Context: an optimization exercise on an open-source flow, tuned for small area, a short achievable clock period and few clock cycles per item. The choices shown serve that exercise and are no tape-out recipe.
Where RTL was checked, it was by simulation tests only, not by an equivalence proof against the original.
Power is estimated from default activity; no workload was simulated.

==> flow/design.v <==
module lpc_encoder
(
	input wire ACLK,
	input wire ARESET_N,
	input wire[15:0] TDATA,
	input wire TVALID,
	input wire TLAST,
	input wire TUSER,
	output wire TREADY,
	output wire OUT_VALID,
	output wire OUT_LAST,
	output wire OUT_USER,
	output wire [79:0] OUT_DATA,
	input wire OUT_READY
);
	reg [63:0] data_reg;
	reg [7:0]  pv_reg;
	reg [7:0]  ph_reg;
	reg        user_reg, last_reg;
	reg [1:0]  cnt_reg;
	reg        valid_reg;
	wire       acc   = TVALID & TREADY;
	wire [1:0] slot  = TUSER ? 2'd0 : cnt_reg;
	wire       first = (slot == 2'd0);
	wire [7:0] hi    = TDATA[15:8];
	wire [7:0] lo    = TDATA[7:0];
	always @(posedge ACLK or negedge ARESET_N) begin
		if (~ARESET_N) begin
			cnt_reg   <= 2'd0;
			valid_reg <= 1'b0;
		end else begin
			if (acc)
				cnt_reg <= slot + 2'd1;
			valid_reg <= (acc & (slot == 2'd3)) | (valid_reg & ~OUT_READY);
		end
	end
	always @(posedge ACLK) begin
		if (acc) begin
			case (slot)
				2'd0: begin data_reg[15:0]  <= {lo, hi}; pv_reg[1:0] <= {^lo, ^hi}; end
				2'd1: begin data_reg[31:16] <= {lo, hi}; pv_reg[3:2] <= {^lo, ^hi}; end
				2'd2: begin data_reg[47:32] <= {lo, hi}; pv_reg[5:4] <= {^lo, ^hi}; end
				2'd3: begin data_reg[63:48] <= {lo, hi}; pv_reg[7:6] <= {^lo, ^hi}; end
			endcase
			ph_reg   <= (first ? 8'd0 : ph_reg) ^ hi ^ lo;
			user_reg <= first ? TUSER : user_reg;
			last_reg <= (first ? 1'b0 : last_reg) | TLAST;
		end
	end
	assign TREADY    = ~valid_reg | OUT_READY;
	assign OUT_VALID = valid_reg;
	assign OUT_DATA  = {ph_reg, pv_reg, data_reg};
	assign OUT_USER  = user_reg;
	assign OUT_LAST  = last_reg;
endmodule
clock: 5.0 ns
lec_check: 0
cap_margin: 20
core_margin: 2
core_utilization: 65
setup_slack_margin: 2.9
slew_margin: 20
standard.sh (not shown) runs the stock make flow with config.mk's settings and CLKGATE_MAP_FILE= SYNTH_SCRIPT=/design/flow/synth_recipe.tcl, a recipe that flattens the netlist after the stock synthesis.
==> flow/flow/run.sh <==
#!/bin/bash
set -euo pipefail
export BUFFER_PORTS_ARGS="-buffer_cell sky130_fd_sc_hd__buf_1"
export CTS_ARGS="-sink_clustering_enable -repair_clock_nets -dont_use_dummy_load -sink_clustering_size 30 -sink_clustering_max_diameter 120"
bash standard.sh > standard_flow.log 2>&1
The baseline completed with no timing, DRC or antenna violations.
Testbench counts at the start, summed over its fixed seeds: cycles 12,808, items 3,200.
Change:
--- a/flow/design.v
+++ b/flow/design.v
@@ -19,7 +19,7 @@
 	reg        user_reg, last_reg;
 	reg [1:0]  cnt_reg;
 	reg        valid_reg;
-	wire       acc   = TVALID & TREADY;
+	wire       acc   = TVALID & OUT_READY;
 	wire [1:0] slot  = TUSER ? 2'd0 : cnt_reg;
 	wire       first = (slot == 2'd0);
 	wire [7:0] hi    = TDATA[15:8];
@@ -47,7 +47,7 @@
 			last_reg <= (first ? 1'b0 : last_reg) | TLAST;
 		end
 	end
-	assign TREADY    = ~valid_reg | OUT_READY;
+	assign TREADY    = OUT_READY;
 	assign OUT_VALID = valid_reg;
 	assign OUT_DATA  = {ph_reg, pv_reg, data_reg};
 	assign OUT_USER  = user_reg;
Setup slack gains 0.13 ns.
Sequential power is lower by 5.2%.
Global-route usage is lower by 0.25 points.
Wire length is lower by 2.9%.
Count of clock-buffer cells in the layout does not change.
Final area is lower by 0.79%.
Sequential share of layout area is higher by 0.56 points.
Register-to-register slack loses 0.14 ns.
Synthesized area barely changes.
Testbench counts after the change, summed over its fixed seeds: cycles 12,808, items 3,200.

---

## build 27
Starts from the design.v that is shown in full above.
Settings: LEC_CHECK=0, CAP_MARGIN=20, CORE_MARGIN=2, CORE_UTILIZATION=60, SETUP_SLACK_MARGIN=2.9, SLEW_MARGIN=20; clock period 5.0 ns.
==> flow/flow/run.sh <==
#!/bin/bash
set -euo pipefail
export BUFFER_PORTS_ARGS="-buffer_cell sky130_fd_sc_hd__buf_1"
bash standard.sh > standard_flow.log 2>&1
Testbench counts of build 27, summed over its fixed seeds: cycles 12,808, items 3,200.
For build 91, these inputs were changed with respect to build 27:
==> flow/design.v <==
module lpc_encoder
(
	input wire ACLK,
	input wire ARESET_N,
	input wire[15:0] TDATA,
	input wire TVALID,
	input wire TLAST,
	input wire TUSER,
	output wire TREADY,
	output wire OUT_VALID,
	output wire OUT_LAST,
	output wire OUT_USER,
	output wire [79:0] OUT_DATA,
	input wire OUT_READY
);
	reg [63:0] data_reg;
	reg [7:0]  pv_reg;
	reg [7:0]  ph_reg;
	reg        user_reg, last_reg;
	reg [1:0]  cnt_reg;            
	reg        valid_reg;
	wire       acc   = TVALID & TREADY;
	wire       first = TUSER | (cnt_reg == 2'd0);
	wire       done  = ~TUSER & (cnt_reg == 2'd3);
	wire [7:0] hi    = TDATA[15:8];
	wire [7:0] lo    = TDATA[7:0];
	always @(posedge ACLK or negedge ARESET_N) begin
		if (~ARESET_N) begin
			cnt_reg   <= 2'd0;
			valid_reg <= 1'b0;
		end else begin
			if (acc)
				cnt_reg <= first ? 2'd1 : cnt_reg + 2'd1;
			valid_reg <= (acc & done) | (valid_reg & ~OUT_READY);
		end
	end
	always @(posedge ACLK) begin
		if (acc) begin
			data_reg <= {lo, hi, data_reg[63:16]};
			pv_reg   <= {^lo, ^hi, pv_reg[7:2]};
			ph_reg   <= (first ? 8'd0 : ph_reg) ^ hi ^ lo;
			user_reg <= first ? TUSER : user_reg;
			last_reg <= (first ? 1'b0 : last_reg) | TLAST;
		end
	end
	assign TREADY    = ~valid_reg | OUT_READY;
	assign OUT_VALID = valid_reg;
	assign OUT_DATA  = {ph_reg, pv_reg, data_reg};
	assign OUT_USER  = user_reg;
	assign OUT_LAST  = last_reg;
endmodule
Results
Per the comparison of build 91 with build 27, met1 usage in global routing went down, fraction of the mapped netlist area in compound gates up 0.27 points, number of vias per cell dropped about 2.6%, height of the die went down. Build 91 -> build 27: number of hold violations in the final report delta 0, exact match. Compared build 91 against build 27; sequential share of layout area within noise. Build 91 vs build 27: transition at the pin with the smallest max-transition slack up in build 91. Build 91 vs. build 27: synthesized cell count decreased 2.8%, part of the power in the clock network higher.
No functional check of the RTL was part of build 91.

afterwards: timing with drivers on the ports:
How much do the figures lean on ideal ports? The routed layouts below were timed once more, with nothing changed but the port constraints. Step 1 sets driving cells, clkbuf_16 on the clock port and buf_2 on the other inputs (assumed; they add their load-dependent delay and slew). Step 2, shift: input delay + t, output delay - t, t = (earliest + latest rising clock arrival at the registers) / 2. This alone moves slack from input paths to output paths. Three values: no drivers, after step 1, after step 2; two values: the first two.
| run | shift t [ns] | slack for setup (ns) | worst setup path after step 2 | worst register clock-pin slew, ns | pins driven straight from the clock port |
|---|---|---|---|---|---|
| the first run of note 1 | 0.357 | 2.666 / 2.640 / 2.640 | input to output | 0.08 / 0.08 | 1 |
| the second run of note 1 | 0.361 | 2.797 / 2.758 / 2.622 | input to register | 0.08 / 0.08 | 1 |
| build 27 | 0.359 | 2.674 / 2.650 / 2.650 | input to output | 0.08 / 0.08 | 1 |
| build 91 | 0.363 | 2.671 / 2.653 / 2.640 | input to register | 0.09 / 0.09 | 1 |
After both steps every run listed still meets setup and hold. The setup slack of the second run of note 1, which loses most, moves by -0.039 ns with the drivers and by -0.175 ns with both steps.
